From an optimization exercise on the open Yosys and OpenROAD flow, aimed at small area and a short achievable clock period; shortcuts taken in it are not production practice.
Function was checked by simulation only, so behaviour that the tests miss may differ from the original.

## flow/design.v (module list and top-level ports; edited modules follow where they fit)
// module mu_square: 315 lines
// module add_sk: 46 lines
// module add_c3: 18 lines
// module interp_core: 399 lines
// module interp_btree: 273 lines
// module interp_chan: 58 lines
// module QPSK_Symbol_Timing_Sync_Top: 127 lines
module QPSK_Symbol_Timing_Sync_Top #(
    parameter DATA_WIDTH   = 16,
    parameter MU_WIDTH     = 10,
    parameter MU_FRAC      = 9,
    parameter COEFF_WIDTH  = 16,
    parameter ACC_WIDTH    = 32
)(
    input  wire                         clk,
    input  wire                         rst,
    input  wire signed [DATA_WIDTH-1:0] I_in,
    input  wire signed [DATA_WIDTH-1:0] Q_in,
    output wire signed [DATA_WIDTH-1:0] I_out,
    output wire signed [DATA_WIDTH-1:0] Q_out,
    output reg                          valid_out
);
  // ...
==> flow/flow/run.sh <==
#!/bin/bash
# Standard synthesis, then the standard layout with plain buffers on the
# ports and timing repair aimed at a shorter period than the clock (the
# constraints themselves are unchanged).
set -euo pipefail
bash standard.sh synth > synth.log 2>&1
export BUFFER_PORTS_ARGS="-buffer_cell sky130_fd_sc_hd__buf_2"
bash standard.sh SETUP_SLACK_MARGIN=9.8 finish > layout.log 2>&1
==> flow/standard.sh <==
#!/bin/bash
# synth_recipe.tcl (not shown) runs the flow's synth.tcl, then flattens the netlist and writes it again
# the make line also repeats each setting of config.mk as NAME=value (left out here)
make -C /OpenROAD-flow-scripts/flow DESIGN_CONFIG=/design/flow/config.mk WORK_HOME=/design/flow/orfs CLKGATE_MAP_FILE= SYNTH_SCRIPT=/design/flow/synth_recipe.tcl "${@:-finish}"
==> flow/config.mk <==
export PLATFORM = sky130hd
export DESIGN_NAME = QPSK_Symbol_Timing_Sync_Top
export DESIGN_NICKNAME = QPSK_Symbol_Timing_Sync_Top
export VERILOG_FILES = /design/flow/design.v
export SDC_FILE = /design/flow/constraint.sdc
export NUM_CORES = 4
export LEC_CHECK = 0
export ABC_AREA = 1
export CAP_MARGIN = 0
export CORE_MARGIN = 2
export CORE_UTILIZATION = 40
export CTS_BUF_LIST = sky130_fd_sc_hd__clkbuf_8
export CTS_CLUSTER_SIZE = 20
export SLEW_MARGIN = 0
==> flow/constraint.sdc <==
create_clock -name core_clock -period 14.0 [get_ports {clk}]
set_input_delay 2.8000 -clock core_clock [delete_from_list [all_inputs] [get_ports {clk}]]
set_output_delay 2.8000 -clock core_clock [all_outputs]
set_load 0.01 [all_outputs]
==> tab_implementation.tex, run 1 <==
\begin{tabular}{lr}
\hline
Metric & Value \\
\hline
\multicolumn{2}{l}{\textbf{Die}} \\
Tap Cells & 1080 \\
Rows & approximately 110 \\
\multicolumn{2}{l}{\textbf{Final layout}} \\
Synth-to-Final Area Change & 13.3\% \\
Layout fillers & between 8000 and 9000 \\
Max FFs per register & 29 \\
Final sequential cell count & roughly 400 \\
Register name with the most flops & integ \\
Clock buf/inv share & 0.0435 \\
Area-dominant cell class after layout & multi-input combinational cells \\
\multicolumn{2}{l}{\textbf{Synth}} \\
Proportion of synthesized chip area in sequential cells & 0.253 \\
Count of flip-flops with a built-in enable after synthesis & 0 \\
Dominant register cell in the synthesized netlist & dfxtp\_1 \\
\multicolumn{2}{l}{\textbf{Worst setup path}} \\
FF-to-FF End & u\_chi.c[2] \\
Crit path DAT & roughly 1.4 ns \\
\multicolumn{2}{l}{\textbf{Global routing}} \\
Met3 Track Usage GR & 0.0337 \\
Wire length of the first global-routing pass & around 140000 µm \\
Vias in the first global route & approximately 26000 \\
Grt met1 use & 0.281 \\
\multicolumn{2}{l}{\textbf{Timing}} \\
Worst slew margin relative to its limit & 0.258 \\
\multicolumn{2}{l}{\textbf{Run}} \\
Max Cap Viol & 0 \\
\multicolumn{2}{l}{\textbf{Place}} \\
Port Buf Inserts & 66 \\
\multicolumn{2}{l}{\textbf{CTS}} \\
Level count of the clock H-tree & 3 \\
Clock sink count & roughly 400 \\
Resized cells post-CTS & 37 \\
\multicolumn{2}{l}{\textbf{Status}} \\
Run status & timing/DRC/antenna clean \\
\hline
\end{tabular}
==> run 2, diff against run 1 <==
--- a/flow/config.mk
+++ b/flow/config.mk
@@ -9,6 +9,5 @@
 export CAP_MARGIN = 0
 export CORE_MARGIN = 2
 export CORE_UTILIZATION = 40
-export CTS_BUF_LIST = sky130_fd_sc_hd__clkbuf_8
-export CTS_CLUSTER_SIZE = 20
+export CTS_BUF_LIST = sky130_fd_sc_hd__clkbuf_4 sky130_fd_sc_hd__clkbuf_8
 export SLEW_MARGIN = 0
==> tab_implementation.tex, run 2 <==
\begin{tabular}{lr}
\hline
Metric & Value \\
\hline
\multicolumn{2}{l}{\textbf{Status}} \\
Run status & timing/DRC/antenna clean (unchanged) \\
\multicolumn{2}{l}{\textbf{Die}} \\
Core area & 83200 µm² (unchanged) \\
I/O pin count & 67 (unchanged) \\
Initial Util & 0.402 (unchanged) \\
Overall die height & 293 µm (unchanged) \\
Total die area & 85900 µm² (unchanged) \\
Rows & 106 (unchanged) \\
Die Wd & 293 µm (unchanged) \\
\multicolumn{2}{l}{\textbf{Worst setup path}} \\
Slowest Stage Delay on Critical Path & 0.44 ns (was 0.48 ns) \\
Logic depth of the worst register-to-register path & 17 (was 18) \\
Chain of cells forming the critical path & buf\_2 (unchanged) \\
Max stage delay cell, worst path & dfxtp\_1 (unchanged) \\
Minimum setup slack among reg-to-reg paths & 9.91 ns (was 9.90 ns) \\
CP endpoint kind & primary output (unchanged) \\
Critical Path Source Type & flip-flop (unchanged) \\
Kind of critical path & flip-flop to primary output (unchanged) \\
Critical path data required time & 11.20 ns (about the same) \\
Top delay family on crit path & flip-flops (unchanged) \\
End point of the critical path & I\_out[15] (was I\_out[12]) \\
FF-to-FF End & u\_chi.c[2] (unchanged) \\
Sum of buffers and inverters on the critical path & 1 (unchanged) \\
Crit path DAT & 1.33 ns (was 1.37 ns) \\
Crit path max fanout & 5 (was 4) \\
Source of the worst register-to-register timing path & u\_chi.S[15] (was u\_chq.aone[1]) \\
Critical Path Start & i\_d1[15] (was i\_d1[12]) \\
Path length in cells of the critical path & 1 (unchanged) \\
\multicolumn{2}{l}{\textbf{CTS}} \\
Hold buffer count at CTS & 0 (unchanged) \\
Worst-Skew Late Latency & 0.70 ns (about the same) \\
Level count of the clock H-tree & 3 (unchanged) \\
CTS Buffer Depth & 3 (unchanged) \\
Number of buffers created by CTS & 75 (unchanged) \\
Clock root buffer & clkbuf\_8 (unchanged) \\
Clock-pin transition on the worst setup and hold timing paths & 0.06 ns (about the same) \\
Clock sink count & 398 (unchanged) \\
Clock tree from TritonCTS & built (unchanged) \\
\multicolumn{2}{l}{\textbf{Final layout}} \\
Most common library cell in the layout ignoring fill and taps & inv\_1 (unchanged) \\
Number of nets in the finished design & 4690 (was 4683) \\
Max FFs per register & 29 (unchanged) \\
Most frequent cells in the layout & inv\_1, nand2\_1, xor2\_1 (unchanged) \\
Non-filler instance count after layout & 5219 (was 5211) \\
Register name with the most flops & integ (unchanged) \\
Synth-to-Final Area Change & 14.0\% (was 13.3\%) \\
Share of post-route cells with drive strength above 1 & 0.131 (was 0.124) \\
\multicolumn{2}{l}{\textbf{Routing}} \\
Detailed-route vias per instance & 5.02 (was 5.04) \\
Overall routed net length & 86100 µm (was 85400 µm) \\
Routed wire length per instance & 16.5 µm (was 16.4 µm) \\
Number of DRC markers after the initial detailed-route iteration & 1563 (was 1657) \\
Number of nets with antenna violations after detailed routing & 0 (unchanged) \\
Via count of the routed design & 26203 (was 26260) \\
Number of DRC violations after detailed routing & 0 (unchanged) \\
Initial DRT Pass Iterations & 5 (was 7) \\
\multicolumn{2}{l}{\textbf{Place}} \\
Placed cells & 4999 (unchanged) \\
Placed wire-length estimate & 62500 µm (unchanged) \\
Last weighted congestion value of the routability-driven placer & 0.865 (unchanged) \\
Port Buf Inserts & 66 (unchanged) \\
\multicolumn{2}{l}{\textbf{Synth}} \\
Post-Syn Area & 33400 µm² (unchanged) \\
Post-synth top cells & inv\_1, nand2\_1, xor2\_1, o22ai\_1 (unchanged) \\
Synthesized area per cell & 8.48 µm² (unchanged) \\
Count of distinct cell types in the synthesized netlist & 58 (unchanged) \\
Count of flip-flops with a built-in enable after synthesis & 0 (unchanged) \\
Leading post-synthesis cells by cell area & dfxtp\_1, fa\_1, xor2\_1, ha\_1, inv\_1 (unchanged) \\
Yosys warnings & 2 (unchanged) \\
Most common cell in the netlist & inv\_1 (unchanged) \\
Post-Syn Instances & 3945 (unchanged) \\
Proportion of synthesized chip area in sequential cells & 0.253 (unchanged) \\
Dominant register cell in the synthesized netlist & dfxtp\_1 (unchanged) \\
Proportion of netlist area held by the largest area contributor & 0.179 (unchanged) \\
Number of register bits inferred by synthesis & 398 (unchanged) \\
Cell type with the largest total area after synthesis & dfxtp\_1 (unchanged) \\
Async set or reset register ratio after synthesis & 0.249 (unchanged) \\
\multicolumn{2}{l}{\textbf{Run}} \\
Max Cap Viol & 0 (unchanged) \\
\multicolumn{2}{l}{\textbf{Min path}} \\
Min-Delay Path Class & flip-flop to flip-flop (unchanged) \\
\multicolumn{2}{l}{\textbf{Timing}} \\
Actual slew at the worst max-slew pin & 1.12 ns (was 1.11 ns) \\
Final Hold Viols & 0 (unchanged) \\
Post-route clock skew & 0.0477 ns (was 0.0574 ns) \\
Endpoints failing setup & 0 (unchanged) \\
Final total negative setup slack & 0 ns (unchanged) \\
Crit share post-route & 0.295 (was 0.298) \\
Worst slew margin relative to its limit & 0.250 (was 0.258) \\
Shortest clock period the worst path allows after layout & 4.13 ns (was 4.17 ns) \\
Unrepaired setup endpoints after global routing & true (unchanged) \\
Achievable frequency & 0.242 GHz (was 0.240 GHz) \\
Number of slew-limit violations in the final report & 0 (unchanged) \\
\multicolumn{2}{l}{\textbf{Global routing}} \\
Routing usage on met2 & 0.318 (about the same) \\
Grt met1 use & 0.281 (about the same) \\
Met3 Track Usage GR & 0.0348 (was 0.0337) \\
Wire length of the first global-routing pass & 139000 µm (about the same) \\
GRT Resource Usage Total & 0.201 (about the same) \\
Number of antenna violations at the first check in global routing & 1 (unchanged) \\
Remaining global-route overflow & 0 (unchanged) \\
Most used routing layer in global routing & met2 (unchanged) \\
Vias in the first global route & 26027 (was 26107) \\
Maximum number of pins on one net before global-route repair & 69 (unchanged) \\
\hline
\end{tabular}
-- run 2: cell counts after synthesis --
No cell type changed its count.
-- run 2: layer usage --
layer  vias to the layer above  wire [µm]
li1                      12872          -
met1                     12458      39100
met2                       743      39500
met3                       130       5570
met4                         0       1890
met5                         -          0
-- run 2: cell families (layout without fill, tap and decap cells) --
kind of cell | after synthesis | count (layout) | share of synthesized area
AND/OR/NAND/NOR | 936 | 936 | 0.117
buffers and inverters | 903 | 1094 | 0.103
AO/OA/AOI/OAI | 641 | 641 | 0.114
adder cells (fa/ha/maj) | 579 | 579 | 0.284
XOR/XNOR | 483 | 483 | 0.128
flip-flops | 398 | 398 | 0.253
multiplexers | 5 | 5 | 0.00161
other | 0 | 3 | 0
-- run 2: area by class of cell --
class	count	area, µm²
Fill cell	7989	45000
Multi-Input combinational cell	2644	22100
Sequential cell	398	8530
Inverter	781	3060
Tap cell	1080	1350
Clock buffer	102	1310
Timing Repair Buffer	170	1280
Clock inverter	34	428
Timing Repair inverter	7	45.0
Antenna cell	3	7.51
-- run 2: worst min-delay path by stage --
stage                               to    startpoint  cells past startpoint
after floorplan            u_chi.x1[0]   u_chi.x2[0]                      0
after global placement     u_chq.x1[0]   u_chq.x2[0]                      0
after detailed placement   u_chq.x1[0]   u_chq.x2[0]                      0
after CTS                 u_chi.x1[14]  u_chi.x2[14]                      0
after global routing      u_chi.x1[14]  u_chi.x2[14]                      0
final                     u_chi.x1[14]  u_chi.x2[14]                      0
-- run 2: repair_timing --
item | CTS | global route
setup endpoints to repair | 20 | 24
cloned | 4 | 6
gates resized for setup | 42 | 144
setup buffers | 18 | 53
pin swaps | 0 | 27
-- run 2: per-stage QoR --
step | worst slack (ns) | util | area (µm²) | hold WS (ns)
after floorplan | 9.73 | - | 33700 | 0.331
after global placement | 9.20 | 0.422 | 35100 | 0.341
after detailed placement | 9.15 | 0.422 | 35100 | 0.343
after CTS | 9.80 | 0.446 | 37100 | 0.335
after global routing | 9.75 | 0.458 | 38100 | 0.343
final | 9.87 | 0.458 | 38100 | 0.346
==> run 3, diff against run 2 <==
--- a/flow/config.mk
+++ b/flow/config.mk
@@ -9,5 +9,4 @@
 export CAP_MARGIN = 0
 export CORE_MARGIN = 2
 export CORE_UTILIZATION = 40
-export CTS_BUF_LIST = sky130_fd_sc_hd__clkbuf_4 sky130_fd_sc_hd__clkbuf_8
 export SLEW_MARGIN = 0
==> tab_implementation.tex, run 3 <==
\begin{tabular}{lr}
\hline
Metric & Value \\
\hline
\multicolumn{2}{l}{\textbf{Status}} \\
Run status & timing/DRC/antenna clean (unchanged) \\
\multicolumn{2}{l}{\textbf{Synth}} \\
Proportion of synthesized chip area in sequential cells & 0.253 (unchanged) \\
Most common cell in the netlist & inv\_1 (unchanged) \\
Count of flip-flops with a built-in enable after synthesis & 0 (unchanged) \\
Number of register bits inferred by synthesis & 398 (unchanged) \\
Async set or reset register ratio after synthesis & 0.249 (unchanged) \\
Post-Syn Instances & 3945 (unchanged) \\
Cell type with the largest total area after synthesis & dfxtp\_1 (unchanged) \\
Synthesized area per cell & 8.48 µm² (unchanged) \\
Count of distinct cell types in the synthesized netlist & 58 (unchanged) \\
Dominant register cell in the synthesized netlist & dfxtp\_1 (unchanged) \\
Post-Syn Area & 33400 µm² (unchanged) \\
Yosys warnings & 2 (unchanged) \\
Proportion of netlist area held by the largest area contributor & 0.179 (unchanged) \\
Post-synth top cells & inv\_1, nand2\_1, xor2\_1, o22ai\_1 (unchanged) \\
Leading post-synthesis cells by cell area & dfxtp\_1, fa\_1, xor2\_1, ha\_1, inv\_1 (unchanged) \\
\multicolumn{2}{l}{\textbf{Die}} \\
Die Wd & 293 µm (unchanged) \\
Total die area & 85900 µm² (unchanged) \\
I/O pin count & 67 (unchanged) \\
Overall die height & 293 µm (unchanged) \\
Initial Util & 0.402 (unchanged) \\
Rows & 106 (unchanged) \\
Core area & 83200 µm² (unchanged) \\
\multicolumn{2}{l}{\textbf{Routing}} \\
Number of DRC violations after detailed routing & 0 (unchanged) \\
Via count of the routed design & 25944 (was 26203) \\
Initial DRT Pass Iterations & 5 (unchanged) \\
Overall routed net length & 85300 µm (was 86100 µm) \\
Number of DRC markers after the initial detailed-route iteration & 1562 (was 1563) \\
Number of nets with antenna violations after detailed routing & 0 (unchanged) \\
Detailed-route vias per instance & 5.02 (about the same) \\
Routed wire length per instance & 16.5 µm (about the same) \\
\multicolumn{2}{l}{\textbf{Worst setup path}} \\
Crit path DAT & 1.29 ns (was 1.33 ns) \\
Chain of cells forming the critical path & buf\_2 (unchanged) \\
Slowest Stage Delay on Critical Path & 0.49 ns (was 0.44 ns) \\
Kind of critical path & flip-flop to primary output (unchanged) \\
Max stage delay cell, worst path & dfxtp\_1 (unchanged) \\
CP endpoint kind & primary output (unchanged) \\
Top delay family on crit path & flip-flops (unchanged) \\
Sum of buffers and inverters on the critical path & 1 (unchanged) \\
Critical Path Source Type & flip-flop (unchanged) \\
Crit path max fanout & 4 (was 5) \\
Critical path data required time & 11.20 ns (about the same) \\
\multicolumn{2}{l}{\textbf{Timing}} \\
Final total negative setup slack & 0 ns (unchanged) \\
Unrepaired setup endpoints after global routing & true (unchanged) \\
Achievable frequency & 0.244 GHz (was 0.242 GHz) \\
Post-route clock skew & 0.0508 ns (was 0.0477 ns) \\
Number of slew-limit violations in the final report & 0 (unchanged) \\
Crit share post-route & 0.292 (was 0.295) \\
Shortest clock period the worst path allows after layout & 4.09 ns (was 4.13 ns) \\
Worst Setup Slack, final & 9.91 ns (was 9.87 ns) \\
Worst slew margin relative to its limit & 0.240 (was 0.250) \\
Final Hold Slack & 0.355 ns (was 0.346 ns) \\
Final Hold Viols & 0 (unchanged) \\
Endpoints failing setup & 0 (unchanged) \\
Actual slew at the worst max-slew pin & 1.14 ns (was 1.12 ns) \\
\multicolumn{2}{l}{\textbf{Global routing}} \\
Number of antenna violations at the first check in global routing & 0 (was 1) \\
Wire length of the first global-routing pass & 138000 µm (was 139000 µm) \\
GRT Resource Usage Total & 0.198 (was 0.201) \\
Remaining global-route overflow & 0 (unchanged) \\
Maximum number of pins on one net before global-route repair & 69 (unchanged) \\
Vias in the first global route & 25804 (was 26027) \\
\multicolumn{2}{l}{\textbf{Place}} \\
Port Buf Inserts & 66 (unchanged) \\
Worst setup timing slack at the placement stage & 9.15 ns (unchanged) \\
Placed wire-length estimate & 62500 µm (unchanged) \\
Last weighted congestion value of the routability-driven placer & 0.865 (unchanged) \\
Placed cells & 4999 (unchanged) \\
Placed inst area & 35100 µm² (unchanged) \\
\multicolumn{2}{l}{\textbf{Final layout}} \\
Number of nets in the finished design & 4657 (was 4690) \\
Max FFs per register & 29 (unchanged) \\
Most common library cell in the layout ignoring fill and taps & inv\_1 (unchanged) \\
Finished Core Util & 0.457 (was 0.458) \\
Most frequent cells in the layout & inv\_1, nand2\_1, xor2\_1 (unchanged) \\
Non-filler instance count after layout & 5164 (was 5219) \\
Share of post-route cells with drive strength above 1 & 0.114 (was 0.131) \\
Post-route cell area & 38000 µm² (was 38100 µm²) \\
Synth-to-Final Area Change & 13.7\% (was 14.0\%) \\
Register name with the most flops & integ (unchanged) \\
\multicolumn{2}{l}{\textbf{CTS}} \\
Hold buffer count at CTS & 0 (unchanged) \\
Level count of the clock H-tree & 2 (was 3) \\
Clock tree from TritonCTS & built (unchanged) \\
Number of buffers created by CTS & 48 (was 75) \\
Clock-pin transition on the worst setup and hold timing paths & 0.06 ns (about the same) \\
Clock root buffer & clkbuf\_16 (was clkbuf\_8) \\
Clock sink count & 398 (unchanged) \\
CTS Buffer Depth & 3 (unchanged) \\
Worst-Skew Late Latency & 0.61 ns (was 0.70 ns) \\
\multicolumn{2}{l}{\textbf{Min path}} \\
Min-Delay Path Class & flip-flop to flip-flop (unchanged) \\
\multicolumn{2}{l}{\textbf{Run}} \\
Max Cap Viol & 0 (unchanged) \\
\hline
\end{tabular}
[run 3: cell counts after synthesis]
Identical to the previous run, type by type.
[run 3: layer usage]
| metal | routed length, µm | vias to the layer above | share of wire | GRT usage |
|---|---|---|---|---|
| met5 | 0 | - | 0 | 0 |
| met4 | 2460 | 0 | 0.029 | 0.0609 |
| met3 | 5810 | 138 | 0.068 | 0.0359 |
| met2 | 38500 | 713 | 0.45 | 0.314 |
| met1 | 38500 | 12309 | 0.45 | 0.275 |
| li1 | - | 12784 | - | - |
[run 3: worst paths after layout]
path,from,end,slack [ns],depth (start not counted)
setup / recovery,i_d1[6],I_out[6],9.91,1
hold / removal,u_chq.x2[0],u_chq.x1[0],0.35,0
setup reg to reg,u_chq.aone[1],u_chq.c[1],9.91,17
hold reg to reg,u_chq.x2[0],u_chq.x1[0],0.35,0
max in group asynchronous,rst,u_chq.x3[15],10.32,4
min in group asynchronous,rst,integ[4],2.47,3
[run 3: kinds of logic after synthesis]
| kind of cell | count (synthesis) | share of synthesized area |
|---|---|---|
| simple gates | 936 | 0.117 |
| compound gates | 641 | 0.114 |
| flops | 398 | 0.253 |
| mux | 5 | 0.00161 |
| buf+inv | 903 | 0.103 |
| xor+xnor | 483 | 0.128 |
| fa+ha+maj | 579 | 0.284 |
[run 3: final cells by class]
| class | instances | area, µm² |
|---|---|---|
| well taps | 1080 | 1350 |
| inverters | 781 | 3050 |
| multi-input cells | 2644 | 22100 |
| diodes | 2 | 5.00 |
| repair buffers | 166 | 1230 |
| fillers | 8009 | 45100 |
| flip-flops and latches | 398 | 8520 |
| clock inverters | 19 | 300 |
| repair inverters | 5 | 37.5 |
| clock buffers | 69 | 1430 |
[run 3: repair_timing]
item,CTS,global route
pin swaps,1,31
endpoints found under the setup margin,12,23
buffers inserted,17,51
hold endpoints to repair,0,0
resized for setup,34,140
cloned,4,3
==> run 4, diff against run 3 <==
--- a/flow/flow/run.sh
+++ b/flow/flow/run.sh
@@ -5,4 +5,4 @@
 set -euo pipefail
 bash standard.sh synth > synth.log 2>&1
 export BUFFER_PORTS_ARGS="-buffer_cell sky130_fd_sc_hd__buf_2"
-bash standard.sh SETUP_SLACK_MARGIN=9.8 finish > layout.log 2>&1
+bash standard.sh SETUP_SLACK_MARGIN=9.8 SKIP_GATE_CLONING=1 finish > layout.log 2>&1
==> tab_implementation.tex, run 4 <==
\begin{tabular}{lr}
\hline
Metric & Value \\
\hline
\multicolumn{2}{l}{\textbf{Status}} \\
Run status & timing/DRC/antenna clean (unchanged) \\
\multicolumn{2}{l}{\textbf{Timing}} \\
Endpoints failing setup & 0 (unchanged) \\
Final total negative setup slack & 0 ns (unchanged) \\
Final Hold Viols & 0 (unchanged) \\
Post-route clock skew & 0.0545 ns (was 0.0508 ns) \\
Number of slew-limit violations in the final report & 0 (unchanged) \\
Achievable frequency & 0.245 GHz (was 0.244 GHz) \\
Unrepaired setup endpoints after global routing & true (unchanged) \\
Crit share post-route & 0.292 (about the same) \\
Actual slew at the worst max-slew pin & 1.12 ns (was 1.14 ns) \\
Shortest clock period the worst path allows after layout & 4.08 ns (was 4.09 ns) \\
Worst slew margin relative to its limit & 0.250 (was 0.240) \\
\multicolumn{2}{l}{\textbf{Synth}} \\
Most common cell in the netlist & inv\_1 (unchanged) \\
Synthesized area per cell & 8.48 µm² (unchanged) \\
Count of flip-flops with a built-in enable after synthesis & 0 (unchanged) \\
Post-Syn Area & 33400 µm² (unchanged) \\
Async set or reset register ratio after synthesis & 0.249 (unchanged) \\
Post-synth top cells & inv\_1, nand2\_1, xor2\_1, o22ai\_1 (unchanged) \\
Number of register bits inferred by synthesis & 398 (unchanged) \\
Yosys warnings & 2 (unchanged) \\
Post-Syn Instances & 3945 (unchanged) \\
Leading post-synthesis cells by cell area & dfxtp\_1, fa\_1, xor2\_1, ha\_1, inv\_1 (unchanged) \\
Proportion of synthesized chip area in sequential cells & 0.253 (unchanged) \\
Cell type with the largest total area after synthesis & dfxtp\_1 (unchanged) \\
Dominant register cell in the synthesized netlist & dfxtp\_1 (unchanged) \\
Proportion of netlist area held by the largest area contributor & 0.179 (unchanged) \\
Count of distinct cell types in the synthesized netlist & 58 (unchanged) \\
\multicolumn{2}{l}{\textbf{CTS}} \\
Clock tree from TritonCTS & built (unchanged) \\
Number of buffers created by CTS & 48 (unchanged) \\
Clock-pin transition on the worst setup and hold timing paths & 0.06 ns (about the same) \\
Clock root buffer & clkbuf\_16 (unchanged) \\
Level count of the clock H-tree & 2 (unchanged) \\
Worst-Skew Late Latency & 0.62 ns (was 0.61 ns) \\
Clock sink count & 398 (unchanged) \\
CTS Buffer Depth & 3 (unchanged) \\
\multicolumn{2}{l}{\textbf{Routing}} \\
Number of DRC violations after detailed routing & 0 (unchanged) \\
Detailed-route vias per instance & 5.04 (was 5.02) \\
Via count of the routed design & 26013 (was 25944) \\
Routed wire length per instance & 16.5 µm (about the same) \\
Number of nets with antenna violations after detailed routing & 0 (unchanged) \\
Overall routed net length & 85000 µm (was 85300 µm) \\
Initial DRT Pass Iterations & 5 (unchanged) \\
Number of DRC markers after the initial detailed-route iteration & 1603 (was 1562) \\
\multicolumn{2}{l}{\textbf{Worst setup path}} \\
Sum of buffers and inverters on the critical path & 4 (was 1) \\
Slowest Stage Delay on Critical Path & 0.50 ns (was 0.49 ns) \\
Top delay family on crit path & adder cells (was flip-flops) \\
Critical path data required time & 14.46 ns (was 11.20 ns) \\
Max stage delay cell, worst path & fa\_1 (was dfxtp\_1) \\
Crit path max fanout & 10 (was 4) \\
Critical Path Source Type & flip-flop (unchanged) \\
Chain of cells forming the critical path & clkinvlp\_4, buf\_4, o22ai\_2, xor2\_1, fa\_1, fa\_2, inv\_1, fa\_1, fa\_1, inv\_1, o21a\_1, a31oi\_1, o211ai\_1, a41oi\_2, nand2\_1, nand2\_1, nand2\_1 (was buf\_2) \\
Kind of critical path & flip-flop to flip-flop (was flip-flop to primary output) \\
Crit path DAT & 4.55 ns (was 1.29 ns) \\
CP endpoint kind & flip-flop (was primary output) \\
\multicolumn{2}{l}{\textbf{Place}} \\
Last weighted congestion value of the routability-driven placer & 0.865 (unchanged) \\
Port Buf Inserts & 66 (unchanged) \\
Placed wire-length estimate & 62500 µm (unchanged) \\
\multicolumn{2}{l}{\textbf{Final layout}} \\
Max FFs per register & 29 (unchanged) \\
Most common library cell in the layout ignoring fill and taps & inv\_1 (unchanged) \\
Share of post-route cells with drive strength above 1 & 0.113 (was 0.114) \\
Synth-to-Final Area Change & 13.6\% (was 13.7\%) \\
Most frequent cells in the layout & inv\_1, nand2\_1, xor2\_1 (unchanged) \\
Register name with the most flops & integ (unchanged) \\
Number of nets in the finished design & 4656 (was 4657) \\
Finished Core Util & 0.457 (about the same) \\
\multicolumn{2}{l}{\textbf{Global routing}} \\
Number of antenna violations at the first check in global routing & 1 (was 0) \\
Vias in the first global route & 25840 (was 25804) \\
Wire length of the first global-routing pass & 138000 µm (about the same) \\
GRT Resource Usage Total & 0.199 (was 0.198) \\
Remaining global-route overflow & 0 (unchanged) \\
Maximum number of pins on one net before global-route repair & 69 (unchanged) \\
\multicolumn{2}{l}{\textbf{Die}} \\
Die Wd & 293 µm (unchanged) \\
Overall die height & 293 µm (unchanged) \\
Rows & 106 (unchanged) \\
Initial Util & 0.402 (unchanged) \\
I/O pin count & 67 (unchanged) \\
Core area & 83200 µm² (unchanged) \\
Total die area & 85900 µm² (unchanged) \\
\multicolumn{2}{l}{\textbf{Min path}} \\
Min-Delay Path Class & flip-flop to flip-flop (unchanged) \\
\multicolumn{2}{l}{\textbf{Run}} \\
Max Cap Viol & 0 (unchanged) \\
\hline
\end{tabular}
-- run 4: cell count changes in the layout (fill, tap and decap cells not counted), moves of 2 or more --
cell / previous run / this run
o22ai_1: 311 / 307
inv_1: 694 / 698
o22ai_2: 10 / 13
nand2_1: 542 / 544
buf_2: 66 / 68
clkinv_1: 35 / 31
clkbuf_16: 53 / 51
inv_2: 17 / 14
nand2_2: 13 / 11
fa_2: 7 / 5
clkinvlp_4: 37 / 35
fa_1: 292 / 294
-- run 4: area by class of cell --
class                           count  area [µm²]
Antenna cell                        1        2.50
Clock buffer                       69        1430
Clock inverter                     19         300
Fill cell                        8010       45200
Inverter                          781        3060
Multi-Input combinational cell   2644       22100
Sequential cell                   398        8520
Tap cell                         1080        1350
Timing Repair Buffer              170        1240
-- run 4: final timing paths --
check / start / to / slack [ns] / depth (start not counted)
max: u_chq.aone[1] / u_chq.c[2] / 9.92 / 17
min: u_chq.x2[0] / u_chq.x1[0] / 0.35 / 0
max reg2reg: u_chq.aone[1] / u_chq.c[2] / 9.92 / 17
min reg2reg: u_chq.x2[0] / u_chq.x1[0] / 0.35 / 0
max in group asynchronous: rst / u_chq.x3[15] / 10.32 / 4
min in group asynchronous: rst / integ[4] / 2.47 / 3
-- run 4: stage by stage --
step	setup slack [ns]	cells	instance area, µm²	hold WS, ns
detailed placement	9.15	4999	35100	0.343
floorplan	9.73	3945	33700	0.331
global placement	9.20	4999	35100	0.341
CTS	9.81	5109	37100	0.354
finish	9.92	5162	38000	0.355
global route	9.72	5161	38000	0.370
-- run 4: logic make-up (layout without fill, tap and decap cells) --
group           Yosys count  in the layout  share of synthesized area
compound gates          641            641                      0.114
xor+xnor                483            483                      0.128
flops                   398            398                      0.253
buf+inv                 903           1039                      0.103
other cells               0              1                          0
simple gates            936            936                      0.117
fa+ha+maj               579            579                      0.284
mux                       5              5                    0.00161
-- run 4: routing by layer --
metal,global-route usage,vias to the layer above,wire length [µm]
met5,0,-,10
met1,0.276,12345,38200
met2,0.315,735,38800
li1,-,12793,-
met4,0.0600,2,2230
met3,0.0345,138,5740
-- run 4: repair_timing --
action,CTS,global route
pin swaps,1,23
hold buffers,0,0
buffers inserted,22,52
gates resized for setup,28,140
endpoints found under the setup margin,12,23
==> run 5, diff against run 4 <==
--- a/flow/flow/run.sh
+++ b/flow/flow/run.sh
@@ -5,4 +5,4 @@
 set -euo pipefail
 bash standard.sh synth > synth.log 2>&1
 export BUFFER_PORTS_ARGS="-buffer_cell sky130_fd_sc_hd__buf_2"
-bash standard.sh SETUP_SLACK_MARGIN=9.8 SKIP_GATE_CLONING=1 finish > layout.log 2>&1
+bash standard.sh SETUP_SLACK_MARGIN=9.8 REMOVE_ABC_BUFFERS=1 finish > layout.log 2>&1
==> tab_implementation.tex, run 5 <==
\begin{tabular}{lr}
\hline
Metric & Value \\
\hline
\multicolumn{2}{l}{\textbf{Status}} \\
Run status & timing/DRC/antenna clean (unchanged) \\
\multicolumn{2}{l}{\textbf{CTS}} \\
Number of buffers created by CTS & 47 (was 48) \\
Level count of the clock H-tree & 2 (unchanged) \\
Worst-Skew Late Latency & 0.61 ns (was 0.62 ns) \\
Clock tree from TritonCTS & built (unchanged) \\
Clock root buffer & clkbuf\_16 (unchanged) \\
Clock sink count & 398 (unchanged) \\
CTS Buffer Depth & 3 (unchanged) \\
Clock-pin transition on the worst setup and hold timing paths & 0.06 ns (about the same) \\
Hold buffer count at CTS & 0 (unchanged) \\
\multicolumn{2}{l}{\textbf{Routing}} \\
Routed wire length per instance & 16.5 µm (about the same) \\
Via count of the routed design & 26223 (was 26013) \\
Detailed-route vias per instance & 5.07 (was 5.04) \\
Number of DRC violations after detailed routing & 0 (unchanged) \\
Number of nets with antenna violations after detailed routing & 0 (unchanged) \\
Initial DRT Pass Iterations & 6 (was 5) \\
Number of DRC markers after the initial detailed-route iteration & 1662 (was 1603) \\
Overall routed net length & 85200 µm (was 85000 µm) \\
\multicolumn{2}{l}{\textbf{Worst setup path}} \\
FF-to-FF End & u\_chq.c[2] (unchanged) \\
CP endpoint kind & flip-flop (unchanged) \\
Minimum setup slack among reg-to-reg paths & 9.85 ns (was 9.92 ns) \\
Critical path data required time & 14.48 ns (was 14.46 ns) \\
Kind of critical path & flip-flop to flip-flop (unchanged) \\
Crit path max fanout & 7 (was 10) \\
Crit path DAT & 4.63 ns (was 4.55 ns) \\
Source of the worst register-to-register timing path & u\_chq.aone[2] (was u\_chq.aone[1]) \\
Critical Path Source Type & flip-flop (unchanged) \\
Logic depth of the worst register-to-register path & 21 (was 17) \\
\multicolumn{2}{l}{\textbf{Timing}} \\
Endpoints failing setup & 0 (unchanged) \\
Achievable frequency & 0.241 GHz (was 0.245 GHz) \\
Shortest clock period the worst path allows after layout & 4.15 ns (was 4.08 ns) \\
Final Hold Viols & 0 (unchanged) \\
Worst slew margin relative to its limit & 0.160 (was 0.250) \\
Post-route clock skew & 0.0273 ns (was 0.0545 ns) \\
Final total negative setup slack & 0 ns (unchanged) \\
Unrepaired setup endpoints after global routing & true (unchanged) \\
Crit share post-route & 0.296 (was 0.292) \\
Actual slew at the worst max-slew pin & 1.26 ns (was 1.12 ns) \\
Number of slew-limit violations in the final report & 0 (unchanged) \\
\multicolumn{2}{l}{\textbf{Die}} \\
Die Wd & 293 µm (unchanged) \\
Rows & 106 (unchanged) \\
Initial Util & 0.402 (unchanged) \\
Total die area & 85900 µm² (unchanged) \\
I/O pin count & 67 (unchanged) \\
Overall die height & 293 µm (unchanged) \\
Core area & 83200 µm² (unchanged) \\
\multicolumn{2}{l}{\textbf{Final layout}} \\
Share of post-route cells with drive strength above 1 & 0.108 (was 0.113) \\
Most frequent cells in the layout & inv\_1, nand2\_1, xor2\_1 (unchanged) \\
Layout fillers & 7945 (was 8010) \\
Most common library cell in the layout ignoring fill and taps & inv\_1 (unchanged) \\
Finished Core Util & 0.454 (was 0.457) \\
Number of nets in the finished design & 4664 (was 4656) \\
Register name with the most flops & integ (unchanged) \\
Synth-to-Final Area Change & 13.0\% (was 13.6\%) \\
Max FFs per register & 29 (unchanged) \\
Diode insertion count for antenna repair & 0 (was 1) \\
Post-route cell area & 37800 µm² (was 38000 µm²) \\
Non-filler instance count after layout & 5170 (was 5162) \\
\multicolumn{2}{l}{\textbf{Synth}} \\
Synthesized area per cell & 8.48 µm² (unchanged) \\
Number of register bits inferred by synthesis & 398 (unchanged) \\
Proportion of synthesized chip area in sequential cells & 0.253 (unchanged) \\
Count of distinct cell types in the synthesized netlist & 58 (unchanged) \\
Leading post-synthesis cells by cell area & dfxtp\_1, fa\_1, xor2\_1, ha\_1, inv\_1 (unchanged) \\
Proportion of netlist area held by the largest area contributor & 0.179 (unchanged) \\
Async set or reset register ratio after synthesis & 0.249 (unchanged) \\
Count of flip-flops with a built-in enable after synthesis & 0 (unchanged) \\
Most common cell in the netlist & inv\_1 (unchanged) \\
Yosys warnings & 2 (unchanged) \\
Post-Syn Area & 33400 µm² (unchanged) \\
Post-synth top cells & inv\_1, nand2\_1, xor2\_1, o22ai\_1 (unchanged) \\
Dominant register cell in the synthesized netlist & dfxtp\_1 (unchanged) \\
Cell type with the largest total area after synthesis & dfxtp\_1 (unchanged) \\
Post-Syn Instances & 3945 (unchanged) \\
\multicolumn{2}{l}{\textbf{Place}} \\
Placed wire-length estimate & 62900 µm (was 62500 µm) \\
Placed cells & 4996 (was 4999) \\
Last weighted congestion value of the routability-driven placer & 0.870 (was 0.865) \\
Placed inst area & 34800 µm² (was 35100 µm²) \\
Port Buf Inserts & 66 (unchanged) \\
\multicolumn{2}{l}{\textbf{Global routing}} \\
Remaining global-route overflow & 0 (unchanged) \\
Wire length of the first global-routing pass & 138000 µm (about the same) \\
Vias in the first global route & 25656 (was 25840) \\
Number of antenna violations at the first check in global routing & 1 (unchanged) \\
Maximum number of pins on one net before global-route repair & 57 (was 69) \\
GRT Resource Usage Total & 0.198 (was 0.199) \\
\multicolumn{2}{l}{\textbf{Min path}} \\
Min-Delay Path Class & flip-flop to flip-flop (unchanged) \\
Startpoint of the worst hold path & u\_chi.x2[0] (was u\_chq.x2[0]) \\
Hold endpoint & u\_chi.x1[0] (was u\_chq.x1[0]) \\
Worst hold path cell count & 0 (unchanged) \\
\multicolumn{2}{l}{\textbf{Run}} \\
Max Cap Viol & 0 (unchanged) \\
\hline
\end{tabular}
-- run 5: changes by cell type in the layout (fill, tap and decap cells not counted), sizes merged --
cell / change
clkinv: +19
clkbuf: -5
inv: -3
buf: +2
bufinv: -2
clkinvlp: -2
diode: -1
-- run 5: area by class of cell --
type	instances	area (µm²)	share of cell area
Clock buffer	65	1300	0.0345
Clock inverter	23	313	0.00828
Inverter	781	3030	0.0802
Multi-Input combinational cell	2644	22000	0.581
Sequential cell	398	8520	0.225
Tap cell	1080	1350	0.0358
Timing Repair Buffer	171	1260	0.0333
Timing Repair inverter	8	57.6	0.00152
-- run 5: worst max-delay path by stage --
stage / end / slack [ns] / cells past startpoint / from
after floorplan: cnt[0] / 8.62 / 1 / rst
after global placement: u_chi.Dn[15] / 9.07 / 12 / I_in[1]
after detailed placement: u_chi.Dn[14] / 9.01 / 12 / I_in[1]
after CTS: u_chq.c[2] / 9.78 / 19 / u_chq.aone[2]
after global routing: u_chq.c[2] / 9.64 / 17 / u_chq.aone[2]
final: u_chq.c[2] / 9.85 / 21 / u_chq.aone[2]
-- run 5: repair_timing --
item | CTS | global route
cloned | 7 | 2
buffers inserted | 24 | 53
pin swaps | 2 | 40
setup endpoints to repair | 32 | 41
resized for setup | 58 | 142
-- run 5: cells by family after synthesis --
kind of cell	Yosys count	share of synthesized area
AOI/OAI and AO/OA	641	0.114
muxes	5	0.00161
xor gates and xnor gates	483	0.128
adders and majority gates	579	0.284
and+or+nand+nor	936	0.117
buffers and inverters	903	0.103
DFF	398	0.253
-- run 5: worst max-delay path, stage by stage, from the launching register on --
cell,delay [ns]
dfxtp_4,0.39
clkinvlp_4,0.13
buf_12,0.16
buf_6,0.12
o22ai_4,0.15
xor2_2,0.10
fa_1,0.53
inv_2,0.04
fa_1,0.51
inv_2,0.04
fa_1,0.48
fa_1,0.54
o21ai_1,0.14
inv_1,0.05
nand2_1,0.07
nand2_2,0.07
nand2_1,0.08
nand2_1,0.07
nand2_2,0.10
nand2_2,0.07
nand2_1,0.08
nand2_1,0.07
-- run 5: per-layer routing --
metal  GRT usage  wire length, µm  up-vias
li1            -                -    12800
met1       0.285            40600    12544
met2       0.308            37600      719
met3      0.0277             4650      160
met4      0.0588             2320        0
met5           0                0        -
-- run 5: stage by stage --
| step | hold WS (ns) | worst slack [ns] |
|---|---|---|
| 2_1_floorplan | 0.331 | 8.62 |
| 3_3_place_gp | 0.340 | 9.07 |
| 3_5_place_dp | 0.344 | 9.01 |
| 4_1_cts | 0.357 | 9.78 |
| 5_1_grt | 0.369 | 9.64 |
| 6_report | 0.360 | 9.85 |
==> run 6, diff against run 5 <==
==> flow/flow/run.sh (replaced) <==
#!/bin/bash
# Standard synthesis; then full-adder polarities chosen so that fewer
# inverters sit between full adders (flow/polar.py, registers untouched);
# then the standard layout with plain buffers on the ports and timing repair
# aimed at a shorter period than the clock (the constraints themselves are
# unchanged).
set -euo pipefail
bash standard.sh synth > synth.log 2>&1
R=orfs/results/${FLOW_PLATFORM:-sky130hd}/QPSK_Symbol_Timing_Sync_Top/base
cp "$R/1_2_yosys.v" "$R/1_2_yosys.std.v"
python3 flow/polar.py "$R/1_2_yosys.std.v" "$R/1_2_yosys.v" > polar.log 2>&1
export BUFFER_PORTS_ARGS="-buffer_cell sky130_fd_sc_hd__buf_2"
bash standard.sh SETUP_SLACK_MARGIN=9.9 finish > layout.log 2>&1
==> flow/flow/polar.py (new file) <==
#!/usr/bin/env python3
"""Remove inverters between full adders by choosing each full adder's
polarity: a full adder is self-dual, FA(~a, ~b, ~c) = (~sum, ~carry), so a
full adder may take its three inputs inverted and hand on inverted outputs.
Reads a flat gate-level netlist of sky130_fd_sc_hd cells (as Yosys writes
it), picks polarities greedily so that fewer signals need an inverter,
rewires every input pin to the source signal or to one shared inverter of
it, and writes the netlist back.  Registers and all other cells keep their
names and types.

usage: polar.py NETLIST_IN NETLIST_OUT
"""
import re
import sys
import collections

CELL_RE = re.compile(r'^(\s*)(sky130_fd_sc_hd__\w+)\s+(\S+)\s*\((.*?)\);\s*$', re.S | re.M)
PIN_RE = re.compile(r'\.(\w+)\(([^()]*)\)')
OUT_PINS = {'X', 'Y', 'SUM', 'COUT', 'Q', 'Q_N', 'HI', 'LO'}


def is_inv(t):
    return re.match(r'sky130_fd_sc_hd__(inv|clkinv)_\d+$', t) is not None


def is_fa(t):
    return re.match(r'sky130_fd_sc_hd__fa_\d+$', t) is not None


def main():
    src, dst = sys.argv[1], sys.argv[2]
    txt = open(src).read()
    mod_start = txt.index('module ')
    mod_end = txt.index('endmodule', mod_start)
    header_end = txt.index(';', mod_start) + 1
    ports = set()
    for m in re.finditer(r'^\s*(input|output|inout)\s+(\[[^\]]*\]\s*)?(\w+)\s*;', txt[mod_start:mod_end], re.M):
        ports.add(m.group(3))

    cells = []
    for m in CELL_RE.finditer(txt, mod_start, mod_end):
        typ, name, conns = m.group(2), m.group(3), m.group(4)
        pins = [(p, n.strip()) for p, n in PIN_RE.findall(conns)]
        cells.append({'type': typ, 'name': name, 'pins': pins, 'span': m.span(), 'indent': m.group(1)})

    def base(net):
        return re.sub(r'\[\d+\]$', '', net).lstrip('\\').strip()

    drv = {}
    for i, c in enumerate(cells):
        for p, n in c['pins']:
            if p in OUT_PINS:
                assert n not in drv, n
                drv[n] = i
    # an inverter that drives a port must stay as it is
    for i, c in enumerate(cells):
        if is_inv(c['type']):
            y = dict(c['pins'])['Y']
            if base(y) in ports:
                sys.stderr.write(f"inverter {c['name']} drives port net {y}: leaving netlist unchanged\n")
                open(dst, 'w').write(txt)
                return

    def resolve(net):
        par = 0
        while net in drv and is_inv(cells[drv[net]]['type']):
            net = dict(cells[drv[net]]['pins'])['A']
            par ^= 1
        return net, par

    sinks = []          # (cell, pin index, source net, parity)
    for i, c in enumerate(cells):
        if is_inv(c['type']):
            continue
        for k, (p, n) in enumerate(c['pins']):
            if p in OUT_PINS or n == '':
                continue
            s, par = resolve(n)
            sinks.append((i, k, s, par))

    fas = [i for i, c in enumerate(cells) if is_fa(c['type'])]
    flip = [0] * len(cells)
    fa_src = {}
    for s in set(x[2] for x in sinks):
        d = drv.get(s)
        fa_src[s] = d if d is not None and is_fa(cells[d]['type']) else None

    # sinks grouped by source, and the sources each full adder touches
    by_src = collections.defaultdict(list)
    for x in sinks:
        by_src[x[2]].append(x)
    touch = collections.defaultdict(set)
    for x in sinks:
        if is_fa(cells[x[0]]['type']):
            touch[x[0]].add(x[2])
    for s, d in fa_src.items():
        if d is not None:
            touch[d].add(s)

    def needs(s):
        d = fa_src[s]
        sf = flip[d] if d is not None else 0
        for (i, k, _, par) in by_src[s]:
            if par ^ sf ^ (flip[i] if is_fa(cells[i]['type']) else 0):
                return True
        return False

    for _ in range(20):
        changed = False
        for f in fas:
            before = sum(needs(s) for s in touch[f])
            flip[f] ^= 1
            after = sum(needs(s) for s in touch[f])
            if after < before:
                changed = True
            else:
                flip[f] ^= 1
        if not changed:
            break

    n_old = sum(1 for c in cells if is_inv(c['type']))
    # rewire
    inv_of = {}
    new_cells = []
    new_wires = []
    for (i, k, s, par) in sinks:
        d = fa_src[s]
        q = par ^ (flip[d] if d is not None else 0) ^ (flip[i] if is_fa(cells[i]['type']) else 0)
        if q:
            if s not in inv_of:
                w = f"polnet_{len(inv_of)}"
                inv_of[s] = w
                new_wires.append(w)
                sa = s + (' ' if s.startswith(chr(92)) else '')
                new_cells.append(f"  sky130_fd_sc_hd__inv_1 polinv_{len(inv_of) - 1} (\n    .A({sa}),\n    .Y({w})\n  );\n")
            net = inv_of[s]
        else:
            net = s
        p, _ = cells[i]['pins'][k]
        cells[i]['pins'][k] = (p, net)

    out = []
    pos = 0
    for c in cells:
        a, b = c['span']
        out.append(txt[pos:a])
        if not is_inv(c['type']):
            body = ",\n".join(f"    .{p}({n}{' ' if n.startswith(chr(92)) else ''})" for p, n in c['pins'])
            out.append(f"{c['indent']}{c['type']} {c['name']} (\n{body}\n  );")
        pos = b
    out.append(txt[pos:mod_end])
    out.append("".join(new_cells))
    out.append(txt[mod_end:])
    res = "".join(out)
    # declare the new nets after the port list
    decl = "".join(f"  wire {w};\n" for w in new_wires)
    res = res[:header_end] + "\n" + decl + res[header_end:]
    open(dst, 'w').write(res)
    sys.stderr.write(f"polar: {len(fas)} full adders, {sum(flip[f] for f in fas)} flipped; "
                     f"inverters {n_old} -> {len(inv_of)}\n")


if __name__ == "__main__":
    main()
==> tab_implementation.tex, run 6 <==
\begin{tabular}{lr}
\hline
Metric & Value \\
\hline
\multicolumn{2}{l}{\textbf{Global routing}} \\
Most used routing layer in global routing & met2 (unchanged) \\
Routing usage on met2 & 0.313 (was 0.308) \\
Maximum number of pins on one net before global-route repair & 57 (unchanged) \\
Met3 Track Usage GR & 0.0343 (was 0.0277) \\
Grt met1 use & 0.269 (was 0.285) \\
Wire length of the first global-routing pass & 134000 µm (was 138000 µm) \\
Remaining global-route overflow & 0 (unchanged) \\
Vias in the first global route & 25288 (was 25656) \\
GRT Resource Usage Total & 0.195 (was 0.198) \\
Number of antenna violations at the first check in global routing & 2 (was 1) \\
\multicolumn{2}{l}{\textbf{Timing}} \\
Worst slew margin relative to its limit & 0.205 (was 0.160) \\
Final Hold Slack & 0.348 ns (was 0.360 ns) \\
Shortest clock period the worst path allows after layout & 4.07 ns (was 4.15 ns) \\
Achievable frequency & 0.245 GHz (was 0.241 GHz) \\
Endpoints failing setup & 0 (unchanged) \\
Actual slew at the worst max-slew pin & 1.19 ns (was 1.26 ns) \\
Final Hold Viols & 0 (unchanged) \\
Number of slew-limit violations in the final report & 0 (unchanged) \\
Unrepaired setup endpoints after global routing & true (unchanged) \\
Final total negative setup slack & 0 ns (unchanged) \\
Post-route clock skew & 0.0241 ns (was 0.0273 ns) \\
Crit share post-route & 0.291 (was 0.296) \\
\multicolumn{2}{l}{\textbf{Routing}} \\
Overall routed net length & 83000 µm (was 85200 µm) \\
Initial DRT Pass Iterations & 5 (was 6) \\
Via count of the routed design & 25381 (was 26223) \\
Routed wire length per instance & 16.8 µm (was 16.5 µm) \\
Detailed-route vias per instance & 5.13 (was 5.07) \\
Number of DRC markers after the initial detailed-route iteration & 1422 (was 1662) \\
Number of DRC violations after detailed routing & 0 (unchanged) \\
Number of nets with antenna violations after detailed routing & 0 (unchanged) \\
\multicolumn{2}{l}{\textbf{Die}} \\
Die Wd & 290 µm (was 293 µm) \\
Total die area & 84000 µm² (was 85900 µm²) \\
I/O pin count & 67 (unchanged) \\
Rows & 104 (was 106) \\
Core area & 80700 µm² (was 83200 µm²) \\
Initial Util & 0.405 (was 0.402) \\
Overall die height & 290 µm (was 293 µm) \\
\multicolumn{2}{l}{\textbf{CTS}} \\
Clock-pin transition on the worst setup and hold timing paths & 0.06 ns (about the same) \\
Clock root buffer & clkbuf\_16 (unchanged) \\
Worst-Skew Late Latency & 0.60 ns (was 0.61 ns) \\
CTS Buffer Depth & 3 (unchanged) \\
Number of buffers created by CTS & 48 (was 47) \\
Clock sink count & 398 (unchanged) \\
Clock tree from TritonCTS & built (unchanged) \\
Level count of the clock H-tree & 2 (unchanged) \\
\multicolumn{2}{l}{\textbf{Synth}} \\
Post-Syn Instances & 3740 (was 3945) \\
Yosys warnings & 2 (unchanged) \\
Synthesized area per cell & 8.74 µm² (was 8.48 µm²) \\
Post-Syn Area & 32700 µm² (was 33400 µm²) \\
\multicolumn{2}{l}{\textbf{Min path}} \\
Min-Delay Path Class & flip-flop to flip-flop (unchanged) \\
Hold endpoint & u\_chi.x1[7] (was u\_chi.x1[0]) \\
Worst hold path cell count & 0 (unchanged) \\
Startpoint of the worst hold path & u\_chi.x2[7] (was u\_chi.x2[0]) \\
\multicolumn{2}{l}{\textbf{Final layout}} \\
Layout fillers & 7764 (was 7945) \\
Post-route cell area & 37400 µm² (was 37800 µm²) \\
Most frequent cells in the layout & inv\_1, nand2\_1, xor2\_1 (unchanged) \\
Non-filler instance count after layout & 4946 (was 5170) \\
Most common library cell in the layout ignoring fill and taps & inv\_1 (unchanged) \\
Number of nets in the finished design & 4460 (was 4664) \\
Max FFs per register & 29 (unchanged) \\
Finished Core Util & 0.463 (was 0.454) \\
Synth-to-Final Area Change & 14.4\% (was 13.0\%) \\
Register name with the most flops & integ (unchanged) \\
Share of post-route cells with drive strength above 1 & 0.126 (was 0.108) \\
\multicolumn{2}{l}{\textbf{Worst setup path}} \\
CP endpoint kind & flip-flop (unchanged) \\
Critical Path Source Type & flip-flop (unchanged) \\
Critical path data required time & 14.49 ns (was 14.48 ns) \\
Crit path DAT & 4.57 ns (was 4.63 ns) \\
Minimum setup slack among reg-to-reg paths & 9.93 ns (was 9.85 ns) \\
Source of the worst register-to-register timing path & u\_chi.S[12] (was u\_chq.aone[2]) \\
Kind of critical path & flip-flop to flip-flop (unchanged) \\
Logic depth of the worst register-to-register path & 16 (was 21) \\
FF-to-FF End & u\_chi.c[1] (was u\_chq.c[2]) \\
Crit path max fanout & 6 (was 7) \\
\multicolumn{2}{l}{\textbf{Place}} \\
Placed cells & 4777 (was 4996) \\
Placed inst area & 34400 µm² (was 34800 µm²) \\
Port Buf Inserts & 66 (unchanged) \\
Placed wire-length estimate & 60900 µm (was 62900 µm) \\
Last weighted congestion value of the routability-driven placer & 0.874 (was 0.870) \\
\multicolumn{2}{l}{\textbf{Run}} \\
Max Cap Viol & 0 (unchanged) \\
\multicolumn{2}{l}{\textbf{Status}} \\
Run status & timing/DRC/antenna clean (unchanged) \\
\hline
\end{tabular}
## run 6: metrics by stage
| step | setup slack (ns) |
|---|---|
| after floorplan | 9.73 |
| after global placement | 9.39 |
| after detailed placement | 9.39 |
| after CTS | 9.90 |
| after global routing | 9.81 |
| final | 9.93 |
## run 6: area by class of cell
class | instances | area (µm²) | share of cell area
Antenna cell | 1 | 2.50 | 0.0000670
Clock buffer | 62 | 1360 | 0.0363
Clock inverter | 26 | 251 | 0.00673
Inverter | 576 | 2210 | 0.0591
Multi-Input combinational cell | 2644 | 22300 | 0.598
Sequential cell | 398 | 8510 | 0.228
Tap cell | 1060 | 1330 | 0.0355
Timing Repair Buffer | 178 | 1370 | 0.0366
Timing Repair inverter | 1 | 7.51 | 0.000201
## run 6: worst max-delay path by stage
stage	cells past startpoint	slack, ns	start	endpoint
6_report	16	9.93	u_chi.S[12]	u_chi.c[1]
5_1_grt	15	9.81	u_chq.aone[2]	u_chq.c[0]
4_1_cts	20	9.90	u_chq.atwo[3]	u_chq.c[0]
3_5_place_dp	12	9.39	I_in[1]	u_chi.Dn[15]
3_3_place_gp	12	9.39	I_in[1]	u_chi.Dn[15]
2_1_floorplan	11	9.73	Q_in[1]	u_chq.Dn[15]
## run 6: what timing repair did
action	in CTS	in global routing
hold buffers	0	0
buffers inserted	17	59
cloned	1	3
pin swaps	2	45
setup endpoints to repair	13	34
gates resized for setup	43	142
## run 6: critical path: stages, from the launching register on
cell,delay (ns)
dfxtp_1,0.36
clkinvlp_4,0.19
buf_2,0.22
o22ai_1,0.17
xor2_1,0.22
fa_1,0.45
fa_1,0.40
fa_1,0.48
fa_1,0.51
nor2_2,0.14
nor2_2,0.06
a221oi_2,0.31
nand2_1,0.15
nand2_2,0.13
nand2_2,0.07
nand2_1,0.06
nand2_1,0.04
## run 6: routing by layer
| layer | part of all wire | wire length (µm) |
|---|---|---|
| met1 | 0.46 | 38000 |
| met2 | 0.45 | 37600 |
| met5 | 0 | 0 |
| met4 | 0.029 | 2430 |
| met3 | 0.061 | 5030 |
==> run 7, diff against run 6 <==
--- a/flow/flow/run.sh
+++ b/flow/flow/run.sh
@@ -10,4 +10,4 @@
 cp "$R/1_2_yosys.v" "$R/1_2_yosys.std.v"
 python3 flow/polar.py "$R/1_2_yosys.std.v" "$R/1_2_yosys.v" > polar.log 2>&1
 export BUFFER_PORTS_ARGS="-buffer_cell sky130_fd_sc_hd__buf_2"
-bash standard.sh SETUP_SLACK_MARGIN=9.9 finish > layout.log 2>&1
+bash standard.sh SETUP_SLACK_MARGIN=9.5 finish > layout.log 2>&1
==> tab_implementation.tex, run 7 <==
\begin{tabular}{lr}
\hline
Metric & Value \\
\hline
\multicolumn{2}{l}{\textbf{Die}} \\
I/O pin count & 67 (unchanged) \\
Overall die height & 290 µm (unchanged) \\
Core area & 80700 µm² (unchanged) \\
Initial Util & 0.405 (unchanged) \\
Total die area & 84000 µm² (unchanged) \\
Die Wd & 290 µm (unchanged) \\
Rows & 104 (unchanged) \\
\multicolumn{2}{l}{\textbf{Timing}} \\
Number of slew-limit violations in the final report & 0 (unchanged) \\
Final Hold Viols & 0 (unchanged) \\
Unrepaired setup endpoints after global routing & true (unchanged) \\
Crit share post-route & 0.309 (was 0.291) \\
Worst slew margin relative to its limit & 0.190 (was 0.205) \\
Final Hold Slack & 0.343 ns (was 0.348 ns) \\
Actual slew at the worst max-slew pin & 1.21 ns (was 1.19 ns) \\
Endpoints failing setup & 0 (unchanged) \\
Shortest clock period the worst path allows after layout & 4.32 ns (was 4.07 ns) \\
Achievable frequency & 0.231 GHz (was 0.245 GHz) \\
Final total negative setup slack & 0 ns (unchanged) \\
Post-route clock skew & 0.0375 ns (was 0.0241 ns) \\
\multicolumn{2}{l}{\textbf{Worst setup path}} \\
Critical path data required time & 14.47 ns (was 14.49 ns) \\
Crit path max fanout & 16 (was 6) \\
Critical Path Start & u\_chq.aone[0] (was u\_chi.S[12]) \\
Kind of critical path & flip-flop to flip-flop (unchanged) \\
Crit path DAT & 4.79 ns (was 4.57 ns) \\
Critical Path Source Type & flip-flop (unchanged) \\
CP endpoint kind & flip-flop (unchanged) \\
Source of the worst register-to-register timing path & u\_chq.aone[0] (was u\_chi.S[12]) \\
\multicolumn{2}{l}{\textbf{CTS}} \\
Worst-Skew Late Latency & 0.61 ns (was 0.60 ns) \\
Clock-pin transition on the worst setup and hold timing paths & 0.06 ns (about the same) \\
Level count of the clock H-tree & 2 (unchanged) \\
Clock tree from TritonCTS & built (unchanged) \\
Number of buffers created by CTS & 47 (was 48) \\
CTS Buffer Depth & 3 (unchanged) \\
Clock root buffer & clkbuf\_16 (unchanged) \\
Clock sink count & 398 (unchanged) \\
\multicolumn{2}{l}{\textbf{Final layout}} \\
Combined area of the multi-input logic cells & 21600 µm² (was 22300 µm²) \\
Diode insertion count for antenna repair & 0 (was 1) \\
Max FFs per register & 29 (unchanged) \\
Most frequent cells in the layout & inv\_1, nand2\_1, xor2\_1 (unchanged) \\
Synth-to-Final Area Change & 10.0\% (was 14.4\%) \\
Sequential cell area in the final layout & 8480 µm² (was 8510 µm²) \\
Share of post-route cells with drive strength above 1 & 0.0705 (was 0.126) \\
Most common library cell in the layout ignoring fill and taps & inv\_1 (unchanged) \\
Register name with the most flops & integ (unchanged) \\
Number of nets in the finished design & 4391 (was 4460) \\
Layout fillers & 7965 (was 7764) \\
\multicolumn{2}{l}{\textbf{Routing}} \\
Via count of the routed design & 24962 (was 25381) \\
Routed wire length per instance & 16.5 µm (was 16.8 µm) \\
Number of DRC violations after detailed routing & 0 (unchanged) \\
Overall routed net length & 80200 µm (was 83000 µm) \\
Number of DRC markers after the initial detailed-route iteration & 1603 (was 1422) \\
Detailed-route vias per instance & 5.12 (was 5.13) \\
Initial DRT Pass Iterations & 5 (unchanged) \\
Number of nets with antenna violations after detailed routing & 0 (unchanged) \\
\multicolumn{2}{l}{\textbf{Place}} \\
Last weighted congestion value of the routability-driven placer & 0.839 (was 0.874) \\
Port Buf Inserts & 66 (unchanged) \\
Placed wire-length estimate & 60200 µm (was 60900 µm) \\
\multicolumn{2}{l}{\textbf{Run}} \\
Max Cap Viol & 0 (unchanged) \\
\multicolumn{2}{l}{\textbf{Global routing}} \\
GRT Resource Usage Total & 0.192 (was 0.195) \\
Vias in the first global route & 24756 (was 25288) \\
Maximum number of pins on one net before global-route repair & 58 (was 57) \\
Remaining global-route overflow & 0 (unchanged) \\
Wire length of the first global-routing pass & 132000 µm (was 134000 µm) \\
Number of antenna violations at the first check in global routing & 0 (was 2) \\
\multicolumn{2}{l}{\textbf{Status}} \\
Run status & timing/DRC/antenna clean (unchanged) \\
\multicolumn{2}{l}{\textbf{Synth}} \\
Post-Syn Area & 32700 µm² (unchanged) \\
Synthesized area per cell & 8.74 µm² (unchanged) \\
Yosys warnings & 2 (unchanged) \\
Post-Syn Instances & 3740 (unchanged) \\
\multicolumn{2}{l}{\textbf{Min path}} \\
Min-Delay Path Class & flip-flop to flip-flop (unchanged) \\
Startpoint of the worst hold path & u\_chq.x2[4] (was u\_chi.x2[7]) \\
\hline
\end{tabular}
[run 7: final timing paths]
check                                    to  slack, ns  cells past startpoint
worst max-delay path             u_chi.c[1]       9.68                     18
worst min-delay path            u_chq.x1[4]       0.34                      0
worst max register to register   u_chi.c[1]       9.68                     18
worst min register to register  u_chq.x1[4]       0.34                      0
max in group asynchronous         mu_sum[1]      10.28                      4
min in group asynchronous         integ[19]       2.37                      3
[run 7: area by class of cell]
type	count	area share
Timing Repair Buffer	110	0.0190
Sequential cell	398	0.236
Inverter	576	0.0609
Multi-Input combinational cell	2644	0.600
Timing Repair inverter	1	0.000209
Clock inverter	29	0.00978
Clock buffer	59	0.0369
Tap cell	1060	0.0369
[run 7: layer usage]
| metal | vias up | share of wire | GRT usage |
|---|---|---|---|
| li1 | 12283 | - | - |
| met1 | 11947 | 0.46 | 0.270 |
| met2 | 603 | 0.45 | 0.306 |
| met3 | 129 | 0.060 | 0.0318 |
| met4 | 0 | 0.024 | 0.0531 |
| met5 | - | 0 | 0 |
[run 7: worst max-delay path, cell delays in order, from the launching register on]
cell and delay (ns):
dfxtp_2 0.41, clkinvlp_4 0.11, buf_4 0.20, o22ai_1 0.23, xor2_1 0.24, fa_1 0.46, fa_1 0.40, fa_1 0.51
fa_1 0.44, nor2_1 0.15, a21oi_1 0.05, inv_1 0.05, nor2_1 0.04, a221oi_1 0.33, nand2_1 0.17, nand2_1 0.18
nand2_1 0.11, nand2_1 0.08, nand2_1 0.04
[run 7: timing repair]
item                                    4_1_cts  5_1_grt
hold buffers                                  0        0
setup buffers                                 0       11
endpoints found under the setup margin        6       27
resized for setup                             2       29
cloned                                        1        0
[run 7: metrics by stage]
stage	setup slack (ns)	util	area, µm²	std cells
after detailed placement	9.03	0.423	34100	4777
final	9.68	0.446	36000	4877
after global placement	9.08	0.423	34100	4777
after floorplan	9.51	-	32700	3740
after global routing	9.47	0.446	36000	4877
after CTS	9.49	0.443	35800	4866

re-timing with driven ports:
No port has a modelled driver above. Below, the same layouts with a new extraction and two added sets of constraints.
Step 1: set_driving_cell puts a clkbuf_16 on clk and a buf_2 on each other input, an assumption about the parent block.
Step 2 adds t to the input delays and takes it off the output delays; t is the mean of the earliest and latest rising clock arrival at the registers after step 1. Input paths then give back, and output paths get back, about the clock's delay inside the block.
a / b / c = ideal ports / drivers / drivers and shift; a / b = the first two.
run | shift t [ns] | slack for setup (ns) | hold slack, ns | worst setup path at the end | clock arrival spread, ns
run 1 | 0.732 | 9.828 / 9.768 / 9.350 | 0.323 / 0.323 / 0.323 | input to register | 0.059 / 0.058
run 2 | 0.736 | 9.873 / 9.812 / 9.350 | 0.346 / 0.346 / 0.346 | input to register | 0.052 / 0.053
run 3 | 0.647 | 9.907 / 9.843 / 9.380 | 0.355 / 0.355 / 0.355 | input to register | 0.058 / 0.057
run 4 | 0.649 | 9.916 / 9.866 / 9.369 | 0.355 / 0.355 / 0.355 | input to register | 0.061 / 0.062
run 5 | 0.663 | 9.851 / 9.851 / 9.347 | 0.360 / 0.360 / 0.360 | input to register | 0.028 / 0.027
run 6 | 0.652 | 9.926 / 9.907 / 9.361 | 0.348 / 0.348 / 0.348 | input to register | 0.024 / 0.024
run 7 | 0.653 | 9.677 / 9.677 / 9.073 | 0.343 / 0.343 / 0.343 | input to register | 0.038 / 0.039
After both steps every run listed still meets setup and hold. For run 7, which loses most, drivers alone change the setup slack by 0.000 ns; drivers and shift together by -0.604 ns.
